What follows belongs to an exercise in optimizing a design on an open flow for small area; a production flow would make more cautious choices.
No run shown here included a check of the RTL's function; only the layout flow was run.
No activity file was given, so power comes from the tool's default toggle rates.

==> design.v <==
module lab2 (
input wire [3:0] x,
output wire [6:0] seg
);
	wire x3 = x[3];
	wire x2 = x[2];
	wire x1 = x[1];
	wire x0 = x[0];
	wire a_on = (x1 & x2) | (x1 & ~x3) | (x3 & ~x0) | (~x0 & ~x2) | (x0 & x2 & ~x3) | (x3 & ~x1 & ~x2);
	wire b_on = (~x0 & ~x2) | (~x2 & ~x3) | (x0 & x1 & ~x3) | (x0 & x3 & ~x1) | (~x0 & ~x1 & ~x3);
	wire c_on = (x0 & ~x1) | (x0 & ~x3) | (x2 & ~x3) | (x3 & ~x2) | (~x1 & ~x3);
	wire d_on = (x3 & ~x1) | (x0 & x1 & ~x2) | (x0 & x2 & ~x1) | (x1 & x2 & ~x0) | (~x0 & ~x2 & ~x3);
	wire e_on = (x3 & (x1 | x2)) | (~x0 & (x1 | ~x2));
	wire f_on = (x1 & x3) | (x2 & ~x0) | (x3 & ~x2) | (~x0 & ~x1) | (x2 & ~x1 & ~x3);
	wire g_on = (x0 & x3) | (x1 & ~x0) | (x1 & ~x2) | (x3 & ~x2) | (x2 & ~x1 & ~x3);
	assign seg[6] = ~g_on;
	assign seg[5] = ~f_on;
	assign seg[4] = ~e_on;
	assign seg[3] = ~d_on;
	assign seg[2] = ~c_on;
	assign seg[1] = ~b_on;
	assign seg[0] = ~a_on;
endmodule
module ReactionGame(
    input        CLOCK_50,
    input        reset,
    input  [1:0] KEY,
    output [9:0] LEDR,
    output [6:0] HEX0,
    output [6:0] HEX1
);
    reg [1:0] key_s1, key_s2, key_prev;
    always @(posedge CLOCK_50) begin
        key_s1   <= ~KEY;
        key_s2   <= key_s1;
        key_prev <= key_s2;
    end
    wire [1:0] key_edge = key_s2 & ~key_prev;
    localparam [31:0] SEED = 32'hA5A5_A5A5;
    reg  [31:0] lfsr_q;
    wire [31:0] lfsr = lfsr_q ^ SEED;
    wire        fb = lfsr[31] ^ lfsr[21] ^ lfsr[1] ^ lfsr[0];
    always @(posedge CLOCK_50) begin
        if (reset) lfsr_q <= 32'd0;
        else       lfsr_q <= {lfsr[30:0], fb} ^ SEED;
    end
    localparam S_IDLE = 2'd0, S_AF = 2'd1, S_A = 2'd3, S_R = 2'd2;
    reg [1:0] state;
    reg       chosen;         
    reg [3:0] tens, ones;     
    reg [3:0] hi_t, hi_o, lo;
    wire lo_z = (lo == 4'd0);
    wire zero = lo_z && hi_t == 4'd12 && hi_o == 4'd4;
    wire correct  = chosen ? key_edge[1] : key_edge[0];
    wire any_edge = |key_edge;
    wire s99  = (tens == 4'd9) && (ones == 4'd9);
    wire s0   = (tens == 4'd0) && (ones == 4'd0);
    wire ge33 = (tens > 4'd3) || (tens == 4'd3 && ones >= 4'd3);
    wire [3:0] inc_t = (ones == 4'd9) ? tens + 4'd1 : tens;
    wire [3:0] inc_o = (ones == 4'd9) ? 4'd0 : ones + 4'd1;
    wire [3:0] dec_t = (ones == 4'd0) ? tens - 4'd1 : tens;
    wire [3:0] dec_o = (ones == 4'd0) ? 4'd9 : ones - 4'd1;
    reg [3:0] win_lo;
    always @(*) begin
        if (tens == 4'd0 && ones == 4'd0)                    win_lo = 4'd12;
        else if (tens == 4'd0 && ones <= 4'd8)               win_lo = 4'd11;
        else if (tens == 4'd0 || (tens == 4'd1 && ones <= 4'd6)) win_lo = 4'd10;
        else if (tens == 4'd1 || (tens == 4'd2 && ones <= 4'd4)) win_lo = 4'd9;
        else                                                 win_lo = 4'd8;
    end
    reg [11:0] idle_v;
    always @(*) begin
        case (reset ? 2'b01 : lfsr[1:0])
            2'b00:   idle_v = {4'd10, 4'd4, 4'd10};    
            2'b01:   idle_v = {4'd8,  4'd3, 4'd8};     
            2'b10:   idle_v = {4'd4,  4'd1, 4'd4};     
            default: idle_v = {4'd0,  4'd0, 4'd12};    
        endcase
    end
    always @(posedge CLOCK_50) begin
        if (reset || state == S_R) begin
            hi_t <= idle_v[11:8];
            hi_o <= idle_v[7:4];
            lo   <= idle_v[3:0];
        end else if (state == S_IDLE && zero) begin
            if (ge33) begin
                hi_t <= 4'd9; hi_o <= 4'd9; lo <= 4'd0;
            end else begin
                hi_t <= tens; hi_o <= ones; lo <= win_lo;
            end
        end else if (lo_z) begin
            lo <= 4'd11;
            if (hi_o == 4'd9) begin hi_o <= 4'd0; hi_t <= hi_t + 4'd1; end
            else hi_o <= hi_o + 4'd1;
        end else begin
            lo <= lo - 4'd1;
        end
        if (state == S_IDLE && zero)
            chosen <= lfsr[1];
        if (reset) begin
            state <= S_IDLE;
            tens <= 4'd0;
            ones <= 4'd0;
        end else begin
            case (state)
                S_IDLE: if (zero) state <= S_AF;
                S_R:    state <= S_IDLE;
                default: begin
                    if (correct) begin
                        if (!s99) begin tens <= inc_t; ones <= inc_o; end
                    end else if (any_edge || zero) begin
                        if (!s0) begin tens <= dec_t; ones <= dec_o; end
                    end
                    state <= (correct || any_edge || zero) ? S_R : S_A;
                end
            endcase
        end
    end
    wire lit = ~reset & state[1];    
    assign LEDR[9:2] = 8'b0;
    assign LEDR[1] = lit & chosen;
    assign LEDR[0] = lit & ~chosen;
    lab2 seg0(.x(ones), .seg(HEX0));
    lab2 seg1(.x(tens), .seg(HEX1));
endmodule
==> flow/run.sh <==
#!/bin/bash
# Own layout flow: the standard synthesis, an area re-mapping of its
# combinational logic (flip-flops untouched), then the standard layout.
set -euo pipefail
W=$(pwd)
F=$W/flow
R=$W/orfs/results/$FLOW_PLATFORM/ReactionGame/base
LIB=$FLOW_HOME/platforms/$FLOW_PLATFORM/lib/sky130_fd_sc_hd__tt_025C_1v80.lib
DONTUSE=$(cat "$F/dontuse.txt")

bash standard.sh synth > "$W/log_synth.txt" 2>&1
cp "$R/1_2_yosys.v" "$W/std.v"

subst() { sed -e "s|@LIB@|$LIB|g" -e "s|@TOP@|$FLOW_TOP|g" -e "s|@ABC@|$F/abc.script|g" -e "s|@DONTUSE@|$DONTUSE|g" "$1"; }
subst "$F/reopt.ys" > "$W/reopt.ys"
subst "$F/equiv.ys" > "$W/equiv.ys"
if yosys -s "$W/reopt.ys" > "$W/log_reopt.txt" 2>&1 &&
   yosys -s "$W/equiv.ys" > "$W/log_equiv.txt" 2>&1; then
  cp "$W/out.v" "$R/1_2_yosys.v"
else
  echo "re-mapping not proven; keeping the standard netlist" >> "$W/log_equiv.txt"
fi
rm -f "$R/1_synth.odb" "$R/1_synth.sdc"
bash standard.sh BUFFER_PORTS_ARGS="-buffer_cell sky130_fd_sc_hd__buf_1" finish > "$W/log_finish.txt" 2>&1
==> flow/abc.script <==
strash
&get -n
&deepsyn -T 60
&put
dch
amap
topo
==> flow/dontuse.txt <==
-dont_use sky130_fd_sc_hd__lpflow_bleeder_1 -dont_use sky130_fd_sc_hd__lpflow_clkbufkapwr_1 -dont_use sky130_fd_sc_hd__lpflow_clkbufkapwr_16 -dont_use sky130_fd_sc_hd__lpflow_clkbufkapwr_2 -dont_use sky130_fd_sc_hd__lpflow_clkbufkapwr_4 -dont_use sky130_fd_sc_hd__lpflow_clkbufkapwr_8 -dont_use sky130_fd_sc_hd__lpflow_clkinvkapwr_1 -dont_use sky130_fd_sc_hd__lpflow_clkinvkapwr_16 -dont_use sky130_fd_sc_hd__lpflow_clkinvkapwr_2 -dont_use sky130_fd_sc_hd__lpflow_clkinvkapwr_4 -dont_use sky130_fd_sc_hd__lpflow_clkinvkapwr_8 -dont_use sky130_fd_sc_hd__lpflow_decapkapwr_12 -dont_use sky130_fd_sc_hd__lpflow_decapkapwr_3 -dont_use sky130_fd_sc_hd__lpflow_decapkapwr_4 -dont_use sky130_fd_sc_hd__lpflow_decapkapwr_6 -dont_use sky130_fd_sc_hd__lpflow_decapkapwr_8 -dont_use sky130_fd_sc_hd__lpflow_inputiso0n_1 -dont_use sky130_fd_sc_hd__lpflow_inputiso0p_1 -dont_use sky130_fd_sc_hd__lpflow_inputiso1n_1 -dont_use sky130_fd_sc_hd__lpflow_inputiso1p_1 -dont_use sky130_fd_sc_hd__lpflow_inputisolatch_1 -dont_use sky130_fd_sc_hd__lpflow_isobufsrc_1 -dont_use sky130_fd_sc_hd__lpflow_isobufsrc_16 -dont_use sky130_fd_sc_hd__lpflow_isobufsrc_2 -dont_use sky130_fd_sc_hd__lpflow_isobufsrc_4 -dont_use sky130_fd_sc_hd__lpflow_isobufsrc_8 -dont_use sky130_fd_sc_hd__lpflow_isobufsrckapwr_16 -dont_use sky130_fd_sc_hd__lpflow_lsbuf_lh_hl_isowell_tap_1 -dont_use sky130_fd_sc_hd__lpflow_lsbuf_lh_hl_isowell_tap_2 -dont_use sky130_fd_sc_hd__lpflow_lsbuf_lh_hl_isowell_tap_4 -dont_use sky130_fd_sc_hd__lpflow_lsbuf_lh_isowell_4 -dont_use sky130_fd_sc_hd__lpflow_lsbuf_lh_isowell_tap_1 -dont_use sky130_fd_sc_hd__lpflow_lsbuf_lh_isowell_tap_2 -dont_use sky130_fd_sc_hd__lpflow_lsbuf_lh_isowell_tap_4 -dont_use sky130_fd_sc_hd__probe_p_8 -dont_use sky130_fd_sc_hd__probec_p_8 
==> flow/equiv.ys <==
# Check that out.v computes what std.v computes, with the flip-flops paired
# by instance name (a combinational proof between the registers).
read_liberty -ignore_miss_func @LIB@
read_verilog std.v
rename @TOP@ gold
read_verilog out.v
rename @TOP@ gate
hierarchy -check
flatten gold gate
delete t:$scopeinfo
rename -hide gold/w:_* gate/w:_*
opt_clean
equiv_make gold gate eq
hierarchy -top eq
equiv_simple
equiv_status -assert
==> flow/reopt.ys <==
# Re-map the combinational logic of the standard synthesis for area. The
# flip-flop instances (names and cell types) are kept as they are.
read_liberty -ignore_miss_func @LIB@
read_verilog std.v
hierarchy -top @TOP@
setattr -mod -set keep_hierarchy 1 sky130_fd_sc_hd__*df* sky130_fd_sc_hd__*dl*
flatten
delete t:$scopeinfo
opt_clean -purge
select @TOP@
opt -full
abc -liberty @LIB@ @DONTUSE@ -script @ABC@
opt_clean -purge
hilomap -singleton -hicell sky130_fd_sc_hd__conb_1 HI -locell sky130_fd_sc_hd__conb_1 LO
splitnets
opt_clean -purge
write_verilog -noattr -nohex -nodec -selected out.v
==> standard.sh <==
#!/bin/bash
# synth_recipe.tcl (not shown) runs the flow's synth.tcl, then flattens the netlist and writes it again
# the make line also repeats each setting of config.mk as NAME=value (left out here)
make -C /OpenROAD-flow-scripts/flow DESIGN_CONFIG=/design/flow/config.mk WORK_HOME=/design/flow/orfs CLKGATE_MAP_FILE= SYNTH_SCRIPT=/design/flow/synth_recipe.tcl "${@:-finish}"
==> config.mk <==
export PLATFORM = sky130hd
export DESIGN_NAME = ReactionGame
export DESIGN_NICKNAME = ReactionGame
export VERILOG_FILES = /design/flow/design.v
export SDC_FILE = /design/flow/constraint.sdc
export NUM_CORES = 4
export LEC_CHECK = 0
export CAP_MARGIN = 20
export CORE_MARGIN = 2
export CORE_UTILIZATION = 40
export SLEW_MARGIN = 20
==> constraint.sdc <==
create_clock -name core_clock -period 25.0 [get_ports {CLOCK_50}]
set_input_delay 5.0000 -clock core_clock [delete_from_list [all_inputs] [get_ports {CLOCK_50}]]
set_output_delay 5.0000 -clock core_clock [all_outputs]
set_load 0.01 [all_outputs]
==> results of run 1 <==
cell usage in the layout (no fill, tap or decap), drive strengths merged, types with 3 or more instances in the layout:
master / instances
o22ai: 4
a31oi: 6
o21a: 3
nor2b: 10
edfxtp: 9
dfxtp: 52
a22oi: 4
nand2: 17
a211oi: 3
nor2: 70
buf: 20
nand3: 5
clkbuf: 12
a21oi: 11
clkinv: 39
nor3: 9
conb: 8
o21ai: 18
report_power, final:
| part | switching, mW | internal, mW |
|---|---|---|
| Combinational | 0.00727 | 0.00420 |
| Sequential | 0.00251 | 0.106 |
| Clock | 0.0358 | 0.0542 |
area by class of cell:
| cell class | count | share of cell area |
|---|---|---|
| tap | 75 | 0.0335 |
| multi-input combinational | 192 | 0.345 |
| timing repair buffer | 20 | 0.0282 |
| clock inverter | 3 | 0.0147 |
| inverter | 38 | 0.0509 |
| sequential | 61 | 0.468 |
| clock buffer | 12 | 0.0594 |
flip-flops by register name, summed over array words and instances (netlist names), 2 cells and up:
signal and flops:
ones 4, key_prev 2, key_s1 2, lfsr_q 32, lo 4, key_s2 2, tens 4, hi_o 4
state 2, hi_t 4
worst max path at each step:
stage	startpoint	end	depth (start not counted)
after global placement	reset	LEDR[0]	6
after detailed placement	reset	LEDR[0]	6
after floorplan	reset	LEDR[0]	3
final	reset	LEDR[0]	6
after CTS	reset	LEDR[0]	6
after global routing	reset	LEDR[0]	6
per-stage QoR:
step / power, mW / hold slack (ps) / cell area [um^2] / setup WS, ps
after detailed placement: 0.122 / 313 / 2590 / 13850
after global placement: 0.122 / 317 / 2590 / 13900
after CTS: 0.212 / 329 / 2800 / 13850
after global routing: 0.218 / 343 / 2800 / 13720
final: 0.210 / 330 / 2800 / 13870
after floorplan: 0.118 / 310 / 2420 / 14650
metal layers:
| metal | global-route usage | vias up | part of all wire |
|---|---|---|---|
| met5 | 0 | - | 0 |
| met4 | 0.0576 | 0 | 0.019 |
| met3 | 0.0667 | 10 | 0.056 |
| met2 | 0.234 | 39 | 0.44 |
| met1 | 0.212 | 920 | 0.48 |
| li1 | - | 1040 | - |
==> results.json, run 1 <==
{
  "status": "complete, no violations",
  "antenna_found_initial": 0,
  "wl_per_cell_um": 11.9,
  "setup_viol": 0,
  "overflow": 0,
  "vias": 2009,
  "maxSlewViolCount": 0,
  "layout-drive-gt1-share": 0.0460,
  "first_iter_violations": 132,
  "grt_use_total": 0.160,
  "die_h_um": 81.4,
  "hold_viol": 0,
  "viasPerCell": 5.01,
  "slowest_stage": "buf_4",
  "drv_cap": 0,
  "drc": 0,
  "grt_pass1_vias": 1745,
  "clk_path_buf_depth": 2,
  "r2r_start": "lo[0]",
  "grt_first_pass_wirelength_mm": 7.91,
  "cp_num_buf_inv": 4,
  "crit_family": "buffers and inverters",
  "multi_input_area_um2": 966,
  "hold_depth": 0,
  "finalCriticalPeriod_ps": 11130,
  "port_buffers": 19,
  "worst_pin_slew_ps": 563,
  "final_antenna_net_count": 0,
  "post-route-util": 0.479,
  "firstDrtPassIters": 4,
  "cts_tree": "built",
  "core_um2": 5850,
  "powerDensity_nw_per_um2": 74.9,
  "root_buffer": "clkbuf_8",
  "end_kind": "output pin",
  "setup_tns_ps": 0,
  "r2r-end": "tens[3]",
  "cts_setup_buffers": 0,
  "max_slew_margin": 0.621,
  "ys_warn_count": 1,
  "start_util": 0.409,
  "avgSynthCellArea_um2": 8.43,
  "ios": 28,
  "area_growth_pct": 17.0,
  "gp_congestion": 0.858,
  "r2r_cells": 15,
  "synthCells": 284,
  "stdcell_count": 401,
  "clock_sinks": 61,
  "cts_inserted_buffers": 9,
  "fin_crit_sh": 0.445,
  "dieArea_um2": 6620,
  "antennaDiodeCount": 0,
  "required_ps": 20000,
  "peakVddDrop_mv": 0.0508,
  "hold-path-endpoint": "key_s2[0]",
  "critPathMaxFanout": 41,
  "min_path_type": "register to register",
  "ff2ff_setup_slack_ps": 21730,
  "crit_chain": "buf_1 > buf_4 > clkinv_1 > nand2_1 > nor2_1 > buf_1",
  "hp-start": "key_s1[0]",
  "place_inst": 386,
  "cts_resized": 0,
  "register_area_um2": 1310,
  "max_freq_ghz": 0.0898,
  "cpPeakStageDelay_ps": 360,
  "cp-start-kind": "primary input",
  "clk_latency_ps": 330,
  "die_x_um": 81.4,
  "rows": 28,
  "htreeDepth": 3,
  "clock_skew_ps": 5.26,
  "cts.clk_slew.worst_paths_ps": 60,
  "cp_common_cell": "buf_1",
  "arrival_ps": 6130,
  "n_fill_cell": 558,
  "p_leak_nw": 1.07,
  "netlist_area_um2": 2390,
  "postCtsHoldBufs": 0,
  "rsz0062_at_grt": "false",
  "dp_hpwl_mm": 3.43,
  "crit_type": "primary input to output pin",
  "grt_max_degree": 42,
  "nets": 326,
  "totalWireLength_mm": 4.75
}
==> inputs of run 2 (changes only) <==
==> design.v (replaced) <==
module lab2 (
    input  wire [3:0] x,
    output wire [6:0] seg
);
    wire x3 = x[3];
    wire x2 = x[2];
    wire x1 = x[1];
    wire x0 = x[0];
    assign seg[0] = (~x3 & ~x2 & ~x1 & x0) | (x2 & ~x1 & ~x0);                  
    assign seg[1] = x2 & (x1 ^ x0);                                             
    assign seg[2] = ~x2 & x1 & ~x0;                                             
    assign seg[3] = (~x3 & ~x2 & ~x1 & x0) | (x2 & ~x1 & ~x0) | (x2 & x1 & x0);  
    assign seg[4] = x0 | (x2 & ~x1);                                            
    assign seg[5] = (~x2 & x1) | (~x3 & ~x2 & x0) | (x2 & x1 & x0);              
    assign seg[6] = (~x3 & ~x2 & ~x1) | (x2 & x1 & x0);                          
endmodule
module ReactionGame(
    input        CLOCK_50,
    input        reset,
    input  [1:0] KEY,
    output [9:0] LEDR,
    output [6:0] HEX0,
    output [6:0] HEX1
);
    reg [1:0] key_s1, key_s2, key_prev;
    always @(posedge CLOCK_50) begin
        key_s1   <= ~KEY;
        key_s2   <= key_s1;
        key_prev <= key_s2;
    end
    wire [1:0] key_edge = key_s2 & ~key_prev;
    localparam [31:0] SEED = 32'hA5A5_A5A5;
    reg  [31:0] lfsr_q;
    wire [31:0] lfsr = lfsr_q ^ SEED;
    wire        fb = lfsr[31] ^ lfsr[21] ^ lfsr[1] ^ lfsr[0];
    always @(posedge CLOCK_50) begin
        if (reset) lfsr_q <= 32'd0;
        else       lfsr_q <= {lfsr[30:0], fb} ^ SEED;
    end
    localparam S_IDLE = 2'd0, S_AF = 2'd1, S_A = 2'd3, S_R = 2'd2;
    reg [1:0] state;
    reg       chosen;         
    reg [3:0] tens, ones;     
    reg [3:0] hi_t, hi_o, lo;
    wire lo_wrap = (lo == 4'd11);
    wire zero = (lo == 4'd0) && hi_t == 4'd12 && hi_o == 4'd5;
    wire active   = state[0];
    wire idle     = (state == S_IDLE);
    wire correct  = chosen ? key_edge[1] : key_edge[0];
    wire any_edge = |key_edge;
    wire done     = any_edge || zero;
    wire s99  = (tens == 4'd9) && (ones == 4'd9);
    wire s0   = (tens == 4'd0) && (ones == 4'd0);
    wire ge33 = (tens > 4'd3) || (tens == 4'd3 && ones >= 4'd3);
    reg [3:0] win_lo;
    always @(*) begin
        if (tens == 4'd0 && ones == 4'd0)                        win_lo = 4'd0;
        else if (tens == 4'd0 && ones <= 4'd8)                   win_lo = 4'd1;
        else if (tens == 4'd0 || (tens == 4'd1 && ones <= 4'd6)) win_lo = 4'd2;
        else if (tens == 4'd1 || (tens == 4'd2 && ones <= 4'd4)) win_lo = 4'd3;
        else                                                     win_lo = 4'd4;
    end
    reg [11:0] idle_v;
    always @(*) begin
        case (reset ? 2'b01 : lfsr[1:0])
            2'b00:   idle_v = {4'd10, 4'd4, 4'd2};     
            2'b01:   idle_v = {4'd8,  4'd3, 4'd4};     
            2'b10:   idle_v = {4'd4,  4'd1, 4'd8};     
            default: idle_v = {4'd0,  4'd0, 4'd0};     
        endcase
    end
    always @(posedge CLOCK_50) begin
        if (reset || state == S_R) begin
            hi_t <= idle_v[11:8];
            hi_o <= idle_v[7:4];
            lo   <= idle_v[3:0];
        end else if (idle && zero) begin
            if (ge33) begin
                hi_t <= 4'd10; hi_o <= 4'd0; lo <= 4'd0;
            end else begin
                hi_t <= tens; hi_o <= ones; lo <= win_lo;
            end
        end else if (lo_wrap) begin
            lo <= 4'd0;
            if (hi_o == 4'd9) begin hi_o <= 4'd0; hi_t <= hi_t + 4'd1; end
            else hi_o <= hi_o + 4'd1;
        end else begin
            lo <= lo + 4'd1;
        end
        if (idle && zero)
            chosen <= lfsr[1];
        if (reset) begin
            state <= S_IDLE;
            tens <= 4'd0;
            ones <= 4'd0;
        end else begin
            if (active && correct) begin
                if (!s99) begin
                    if (ones == 4'd9) begin ones <= 4'd0; tens <= tens + 4'd1; end
                    else ones <= ones + 4'd1;
                end
            end else if (active && done) begin
                if (!s0) begin
                    if (ones == 4'd0) begin ones <= 4'd9; tens <= tens - 4'd1; end
                    else ones <= ones - 4'd1;
                end
            end
            state[1] <= active;
            state[0] <= active ? !done : (idle && zero);
        end
    end
    wire lit = ~reset & state[1];    
    assign LEDR[9:2] = 8'b0;
    assign LEDR[1] = lit & chosen;
    assign LEDR[0] = lit & ~chosen;
    lab2 seg0(.x(ones), .seg(HEX0));
    lab2 seg1(.x(tens), .seg(HEX1));
endmodule
--- a/flow/run.sh
+++ b/flow/run.sh
@@ -21,4 +21,4 @@
   echo "re-mapping not proven; keeping the standard netlist" >> "$W/log_equiv.txt"
 fi
 rm -f "$R/1_synth.odb" "$R/1_synth.sdc"
-bash standard.sh BUFFER_PORTS_ARGS="-buffer_cell sky130_fd_sc_hd__buf_1" finish > "$W/log_finish.txt" 2>&1
+bash standard.sh BUFFER_PORTS_ARGS="-buffer_cell sky130_fd_sc_hd__buf_1" SKIP_REPAIR_TIE_FANOUT=1 CTS_ARGS="-sink_clustering_enable -repair_clock_nets -dont_use_dummy_load -buf_list sky130_fd_sc_hd__clkbuf_4 -sink_clustering_size 20 -sink_clustering_max_diameter 60" finish > "$W/log_finish.txt" 2>&1
==> run 2 against run 1 <==
Hold slack gained 7.0 ps. Combinational power shrank 25%. Still clean on timing, DRC and antenna. Critical path depth shrank 1. Synthesized cell count shrank 8.5%. First-iteration DRC count grew 33%. Total power shrank 23%.
==> results.json, run 2 <==
{
  "status": "complete, no violations",
  "final_antenna_net_count": 0,
  "netlist_area_um2": 2270,
  "worst_hold_slack_ps": 337,
  "antennaDiodeCount": 0,
  "die_x_um": 79.3,
  "total_power_mw": 0.162,
  "p_leak_nw": 0.928,
  "gp_congestion": 0.803,
  "end_kind": "output pin",
  "vias": 1800,
  "worst_pin_slew_ps": 778,
  "fin_area_um2": 2500,
  "port_buffers": 19,
  "fin_crit_sh": 0.451,
  "crit_type": "primary input to output pin",
  "grt_first_pass_wirelength_mm": 7.47,
  "register_area_um2": 1310,
  "ys_warn_count": 1,
  "regMostFlops": "lfsr_q",
  "finalCriticalPeriod_ps": 11270,
  "root_buffer": "clkbuf_4",
  "grt_use_total": 0.159,
  "slowest_stage": "clkbuf_2",
  "crit_family": "buffers and inverters",
  "avgSynthCellArea_um2": 8.73,
  "cts_setup_buffers": 0,
  "cts_inserted_buffers": 9,
  "maxSlewViolCount": 0,
  "layout-drive-gt1-share": 0.0347,
  "required_ps": 20000,
  "peakVddDrop_mv": 0.0368,
  "layout_commonest_cell": "nor2_1",
  "fin_ws_ps": 13730,
  "critPathMaxFanout": 42,
  "final_cell_mix": "68 x nor2_1, 52 x dfxtp_1, 24 x clkinv_1",
  "grt_pass1_vias": 1615,
  "rows": 27,
  "cts_resized": 0,
  "n_fill_cell": 564,
  "place_area_um2": 2430,
  "antenna_found_initial": 0,
  "nets": 294,
  "hold_viol": 0,
  "cp-start-kind": "primary input",
  "dieArea_um2": 6300,
  "cp_num_buf_inv": 3,
  "drc": 0,
  "ios": 28,
  "cts_tree": "built",
  "die_h_um": 79.3,
  "min_path_type": "register to register",
  "clock_skew_ps": 29.2,
  "powerDensity_nw_per_um2": 64.6,
  "htreeDepth": 3,
  "max_slew_margin": 0.481,
  "clk_latency_ps": 390,
  "max_freq_ghz": 0.0887,
  "cts.clk_slew.worst_paths_ps": 90,
  "wl_per_cell_um": 12.6,
  "synthCells": 260,
  "overflow": 0,
  "setup_viol": 0,
  "arrival_ps": 6270,
  "clock_sinks": 61,
  "cpPeakStageDelay_ps": 590,
  "grt_max_degree": 43,
  "totalWireLength_mm": 4.55,
  "setup_tns_ps": 0,
  "clk_path_buf_depth": 2,
  "multi_input_area_um2": 870,
  "drv_cap": 0,
  "place_ws_ps": 13700,
  "core_um2": 5510,
  "firstDrtPassIters": 4,
  "area_growth_pct": 10.1,
  "largest_register_ff_count": 32,
  "rsz0062_at_grt": "false",
  "first_iter_violations": 175,
  "viasPerCell": 5.00,
  "dp_hpwl_mm": 3.31,
  "start_util": 0.412,
  "crit_chain": "clkbuf_2 > clkinv_1 > nand2_1 > nor2_1 > buf_1",
  "postCtsHoldBufs": 0
}
## run 2: path summary, 6_finish.rpt
| kind | slack [ps] | cells after the start | end | from |
|---|---|---|---|---|
| min | 340 | 0 | key_s2[0] | key_s1[0] |
| max reg2reg | 22070 | 16 | tens[3] | chosen |
| max | 13730 | 5 | LEDR[1] | reset |
| min reg2reg | 340 | 0 | key_s2[0] | key_s1[0] |
## run 2: stage by stage
step	utilization	cells
2_1_floorplan	-	260
3_3_place_gp	0.442	351
3_5_place_dp	0.442	351
4_1_cts	0.454	360
5_1_grt	0.454	360
6_report	0.454	360
## run 2: area by class of cell
type | count | area share
well taps | 72 | 0.0360
repair buffers | 19 | 0.0290
flip-flops and latches | 61 | 0.524
clock buffers | 9 | 0.0270
multi-input cells | 175 | 0.348
inverters | 24 | 0.0360
## run 2: power by group
part,internal [mW],total (mW),switching [mW]
Combinational,0.00316,0.00861,0.00544
Clock,0.0167,0.0457,0.0291
Sequential,0.105,0.107,0.00227
Total,0.125,0.162,0.0368
## run 2: worst reg2reg max path, delay by kind of cell, from the launching register on
family	cells	cell delay, ps
simple gates	8	1230
compound gates	4	680
buf+inv	4	490
flops	1	430
## run 2: metal layers
metal	vias to the layer above	global-route usage	share of wire
met1	808	0.224	0.50
met3	4	0.0545	0.068
met4	0	0.0845	0.0077
li1	943	-	-
met5	-	0	0
met2	45	0.213	0.42
==> inputs of run 3 (changes only) <==
--- a/flow/run.sh
+++ b/flow/run.sh
@@ -21,4 +21,4 @@
   echo "re-mapping not proven; keeping the standard netlist" >> "$W/log_equiv.txt"
 fi
 rm -f "$R/1_synth.odb" "$R/1_synth.sdc"
-bash standard.sh BUFFER_PORTS_ARGS="-buffer_cell sky130_fd_sc_hd__buf_1" SKIP_REPAIR_TIE_FANOUT=1 CTS_ARGS="-sink_clustering_enable -repair_clock_nets -dont_use_dummy_load -buf_list sky130_fd_sc_hd__clkbuf_4 -sink_clustering_size 20 -sink_clustering_max_diameter 60" finish > "$W/log_finish.txt" 2>&1
+bash standard.sh BUFFER_PORTS_ARGS="-buffer_cell sky130_fd_sc_hd__buf_1" SKIP_REPAIR_TIE_FANOUT=1 CTS_ARGS="-sink_clustering_enable -repair_clock_nets -dont_use_dummy_load -buf_list sky130_fd_sc_hd__clkbuf_4 -sink_clustering_size 32 -sink_clustering_max_diameter 150" finish > "$W/log_finish.txt" 2>&1
==> run 3 against run 2 <==
Non-clock buffer count stayed put. Area after synthesis stayed put. Total power stayed put.
==> results.json, run 3 <==
{
  "postCtsHoldBufs": 0,
  "port_buffers": 19,
  "maxSlewViolCount": 0,
  "min_path_type": "register to register",
  "firstDrtPassIters": 4,
  "total_power_mw": 0.162,
  "cpPeakStageDelay_ps": 590,
  "hp-start": "key_s1[0]",
  "drc": 0,
  "fin_crit_sh": 0.451,
  "place_ws_ps": 13700,
  "dieArea_um2": 6300,
  "required_ps": 20000,
  "powerDensity_nw_per_um2": 64.6,
  "r2r_start": "chosen",
  "hold_depth": 0,
  "largest_register_ff_count": 32,
  "status": "complete, no violations",
  "cts.clk_slew.worst_paths_ps": 90,
  "wl_met3_um": 309,
  "ff2ff_setup_slack_ps": 22070,
  "ios": 28,
  "crit_cells": 5,
  "final_cell_mix": "68 x nor2_1, 52 x dfxtp_1, 24 x clkinv_1",
  "regMostFlops": "lfsr_q",
  "place_inst": 351,
  "fin_ws_ps": 13730,
  "avgSynthCellArea_um2": 8.73,
  "clk_path_buf_depth": 2,
  "end_kind": "output pin",
  "crit_type": "primary input to output pin",
  "drv_cap": 0,
  "ys_warn_count": 1,
  "die_x_um": 79.3,
  "clock_sinks": 61,
  "start_util": 0.412,
  "r2r-end": "tens[3]",
  "wl_per_cell_um": 12.6,
  "crit_family": "buffers and inverters",
  "final_antenna_net_count": 0,
  "multi_input_area_um2": 870,
  "stdcell_count": 360,
  "max_freq_ghz": 0.0887,
  "vias": 1800,
  "cp-start-kind": "primary input",
  "root_buffer": "clkbuf_4",
  "hold-path-endpoint": "key_s2[0]",
  "overflow": 0,
  "viasPerCell": 5.00,
  "htreeDepth": 3,
  "cts_setup_buffers": 0,
  "antennaDiodeCount": 0,
  "rsz0062_at_grt": "false",
  "p_leak_nw": 0.928,
  "crit_chain": "clkbuf_2 > clkinv_1 > nand2_1 > nor2_1 > buf_1",
  "first_iter_violations": 175,
  "cts_inserted_buffers": 9,
  "clock_skew_ps": 29.2,
  "totalWireLength_mm": 4.55,
  "layout-drive-gt1-share": 0.0347,
  "critPathMaxFanout": 42,
  "synthCells": 260,
  "cp_num_buf_inv": 3,
  "register_area_um2": 1310,
  "cts_tree": "built",
  "setup_tns_ps": 0,
  "antenna_found_initial": 0,
  "r2r_cells": 16,
  "area_growth_pct": 10.1,
  "hold_viol": 0,
  "nets": 294,
  "top_layer": "met4",
  "arrival_ps": 6270,
  "clk_latency_ps": 390,
  "routedLengthMet1_mm": 2.29,
  "worst_pin_slew_ps": 778,
  "grt_first_pass_wirelength_mm": 7.47,
  "setup_viol": 0,
  "grt_pass1_vias": 1615,
  "grt_max_degree": 43,
  "peakVddDrop_mv": 0.0368,
  "grt_use_total": 0.159,
  "n_fill_cell": 564,
  "rows": 27,
  "met2_length_mm": 1.91,
  "netlist_area_um2": 2270,
  "cts_resized": 0,
  "gp_congestion": 0.803,
  "slowest_stage": "clkbuf_2",
  "max_slew_margin": 0.481,
  "layout_commonest_cell": "nor2_1",
  "dp_hpwl_mm": 3.31,
  "core_um2": 5510,
  "die_h_um": 79.3,
  "finalCriticalPeriod_ps": 11270
}
## run 3: per-layer routing
metal | vias to the layer above | global-route usage
li1 | 943 | -
met1 | 808 | 0.224
met2 | 45 | 0.213
met3 | 4 | 0.0545
met4 | 0 | 0.0845
met5 | - | 0
## run 3: through the flow
step | hold WS (ps) | utilization | area [um^2]
floorplan | 310 | - | 2270
global placement | 310 | 0.442 | 2430
detailed placement | 314 | 0.442 | 2430
CTS | 338 | 0.454 | 2500
global route | 340 | 0.454 | 2500
finish | 337 | 0.454 | 2500
## run 3: layout make-up
cell class / count / area share
repair buffers: 19 / 0.0290
well taps: 72 / 0.0360
flip-flops and latches: 61 / 0.524
multi-input cells: 175 / 0.348
inverters: 24 / 0.0360
clock buffers: 9 / 0.0270
## run 3: worst max-delay path by stage
stage / from / end / slack [ps]
2_1_floorplan: reset / LEDR[0] / 14690
3_3_place_gp: reset / LEDR[0] / 13720
3_5_place_dp: reset / LEDR[1] / 13700
4_1_cts: reset / LEDR[1] / 13700
5_1_grt: reset / LEDR[0] / 13520
6_report: reset / LEDR[1] / 13730
## run 3: worst register-to-register path, stage by stage (launching register included)
cell	delay, ps
edfxtp_1	430
clkinv_1	80
o22ai_1	140
clkinv_1	90
nor2_1	40
and3_1	190
a31oi_1	130
nor3_1	60
nor3_1	260
clkinv_1	140
nor2_1	260
clkinv_1	180
nor2_1	180
o21ai_0	220
nor2_1	190
nor2_1	50
a211oi_1	190
## run 3: where the power goes
part           internal, mW  switching (mW)
logic               0.00316         0.00544
clock network        0.0167          0.0291
registers             0.105         0.00227
total                 0.125          0.0368
==> inputs of run 4 (changes only) <==
--- a/flow/run.sh
+++ b/flow/run.sh
@@ -21,4 +21,4 @@
   echo "re-mapping not proven; keeping the standard netlist" >> "$W/log_equiv.txt"
 fi
 rm -f "$R/1_synth.odb" "$R/1_synth.sdc"
-bash standard.sh BUFFER_PORTS_ARGS="-buffer_cell sky130_fd_sc_hd__buf_1" SKIP_REPAIR_TIE_FANOUT=1 CTS_ARGS="-sink_clustering_enable -repair_clock_nets -dont_use_dummy_load -buf_list sky130_fd_sc_hd__clkbuf_4 -sink_clustering_size 32 -sink_clustering_max_diameter 150" finish > "$W/log_finish.txt" 2>&1
+bash standard.sh BUFFER_PORTS_ARGS="-buffer_cell sky130_fd_sc_hd__buf_1" SKIP_REPAIR_TIE_FANOUT=1 CTS_ARGS="-sink_clustering_enable -repair_clock_nets -dont_use_dummy_load -buf_list {sky130_fd_sc_hd__clkbuf_4 sky130_fd_sc_hd__clkbuf_8} -sink_clustering_size 64 -sink_clustering_max_diameter 300" finish > "$W/log_finish.txt" 2>&1
==> run 4 against run 3 <==
Clock skew fell by 13 ps. Clock-buffer cell count stayed put. Still clean on timing, DRC and antenna. First-iteration DRC count shrank 7.4%. Global-route usage rose by 0.34 points. Area after synthesis stayed put. Worst setup slack worse by 2.5 ps. Cell count stayed put. Die area unchanged. Register-to-register slack worse by 20 ps. Critical path depth is the same. Routed wire length rose by 1.0%. Combinational power increased by 0.5%.
==> results.json, run 4 <==
{
  "status": "complete, no violations",
  "worst_pin_slew_ps": 797,
  "cts_resized": 0,
  "htreeDepth": 3,
  "crit_type": "primary input to output pin",
  "die_x_um": 79.3,
  "dp_hpwl_mm": 3.31,
  "arrival_ps": 6280,
  "setup_tns_ps": 0,
  "cts.clk_slew.worst_paths_ps": 60,
  "final_antenna_net_count": 0,
  "cts_inserted_buffers": 9,
  "top_layer": "met4",
  "vias": 1800,
  "clk_latency_ps": 330,
  "rsz0062_at_grt": "false",
  "peakVddDrop_mv": 0.0473,
  "largest_register_ff_count": 32,
  "layout_commonest_cell": "nor2_1",
  "cp_num_buf_inv": 3,
  "first_iter_violations": 162,
  "setup_viol": 0,
  "max_slew_margin": 0.469,
  "critPathMaxFanout": 42,
  "firstDrtPassIters": 4,
  "grt_use_total": 0.163,
  "maxSlewViolCount": 0,
  "avgSynthCellArea_um2": 8.73,
  "netlist_area_um2": 2270,
  "rows": 27,
  "cp-start-kind": "primary input",
  "drv_cap": 0,
  "cts_setup_buffers": 0,
  "grt_first_pass_wirelength_mm": 7.59,
  "dieArea_um2": 6300,
  "grt_max_degree": 43,
  "overflow": 0,
  "crit_family": "buffers and inverters",
  "fin_ws_ps": 13730,
  "nets": 294,
  "end_kind": "output pin",
  "core_um2": 5510,
  "p_leak_nw": 0.951,
  "postCtsHoldBufs": 0,
  "wl_met3_um": 297,
  "place_ws_ps": 13700,
  "ios": 28,
  "hold_viol": 0,
  "root_buffer": "clkbuf_8",
  "routedLengthMet1_mm": 2.31,
  "viasPerCell": 5.00,
  "antennaDiodeCount": 0,
  "clock_sinks": 61,
  "total_power_mw": 0.179,
  "required_ps": 20000,
  "drc": 0,
  "ys_warn_count": 1,
  "synthCells": 260,
  "slowest_stage": "clkbuf_2",
  "clock_skew_ps": 15.9,
  "powerDensity_nw_per_um2": 70.0,
  "crit_chain": "clkbuf_2 > clkinv_1 > nand2_1 > nor2_1 > buf_1",
  "start_util": 0.412,
  "met2_length_mm": 1.93,
  "n_fill_cell": 552,
  "gp_congestion": 0.803,
  "post-route-util": 0.464,
  "cpPeakStageDelay_ps": 590,
  "wl_per_cell_um": 12.8,
  "totalWireLength_mm": 4.60,
  "min_path_type": "register to register",
  "die_h_um": 79.3,
  "max_freq_ghz": 0.0887,
  "final_cell_mix": "68 x nor2_1, 52 x dfxtp_1, 24 x clkinv_1",
  "grt_pass1_vias": 1617,
  "clk_path_buf_depth": 2,
  "stdcell_count": 360,
  "place_inst": 351,
  "antenna_found_initial": 0,
  "finalCriticalPeriod_ps": 11280,
  "area_growth_pct": 12.6,
  "port_buffers": 19,
  "cts_tree": "built",
  "layout-drive-gt1-share": 0.0347,
  "fin_crit_sh": 0.451,
  "regMostFlops": "lfsr_q"
}
[run 4: cell types whose count changed in the layout (fill, tap and decap cells not counted)]
cell / change
clkbuf_4: -9
clkbuf_8: +9
[run 4: cell type report]
cell class | instances | area (um^2) | area share
multi-input combinational | 175 | 870 | 0.340
inverter | 24 | 90.1 | 0.0352
timing repair buffer | 19 | 72.6 | 0.0284
tap | 72 | 90.1 | 0.0352
clock buffer | 9 | 124 | 0.0484
sequential | 61 | 1310 | 0.513
[run 4: per-stage QoR]
step / hold slack [ps] / cell area [um^2]
global placement: 310 / 2430
finish: 330 / 2560
floorplan: 310 / 2270
global route: 331 / 2560
detailed placement: 314 / 2430
CTS: 330 / 2560
[run 4: worst paths after layout]
kind	slack, ps	cells after the start	to	startpoint
setup reg to reg	22050	16	tens[3]	key_s2[0]
hold / removal	330	0	key_s2[0]	key_s1[0]
hold reg to reg	330	0	key_s2[0]	key_s1[0]
setup / recovery	13730	5	LEDR[1]	reset
[run 4: worst register-to-register path, delay by kind of cell (launching register included)]
kind | cells | cell delay (ps)
AO/OA/AOI/OAI | 4 | 690
buffers and inverters | 3 | 410
flip-flops | 1 | 320
AND/OR/NAND/NOR | 9 | 1420
[run 4: where the power goes]
part	total, mW	switching [mW]	internal [mW]	leakage [nW]
registers	0.108	0.00229	0.105	0.517
clock network	0.0629	0.0311	0.0319	0.0647
logic	0.00865	0.00548	0.00317	0.369
[run 4: metal layers]
layer,global-route usage,up-vias
li1,-,942
met1,0.227,812
met2,0.216,40
met3,0.0477,6
met4,0.105,0
met5,0,-

-- static timing again, ports no longer ideal --
The flow's constraints put no driver on any port. The routed layouts listed below were extracted and timed again, unchanged, in two steps.
Step 1 (the two cells are an assumption about what drives the block):
set clk [get_ports {CLOCK_50}]
set_driving_cell -lib_cell sky130_fd_sc_hd__clkbuf_16 $clk
set_driving_cell -lib_cell sky130_fd_sc_hd__buf_2 [delete_from_list [all_inputs] $clk]
Step 2 times the ports against the registers' clock, not the clock port: input delays grow and output delays shrink by t, the midpoint of the rising clock arrivals with the driver on.
Three values: ideal, step 1, step 2; two values: the first two.
run | shift t [ns] | slack for setup (ns) | worst data-port slew with drivers (ns)
run 1 | 0.354 | 13.868 / 13.846 / 13.846 | 0.03
run 2 | 0.405 | 13.728 / 13.705 / 13.705 | 0.03
run 3 | 0.405 | 13.728 / 13.705 / 13.705 | 0.03
run 4 | 0.352 | 13.725 / 13.702 / 13.702 | 0.03
After both steps setup and hold are still met in every run listed.
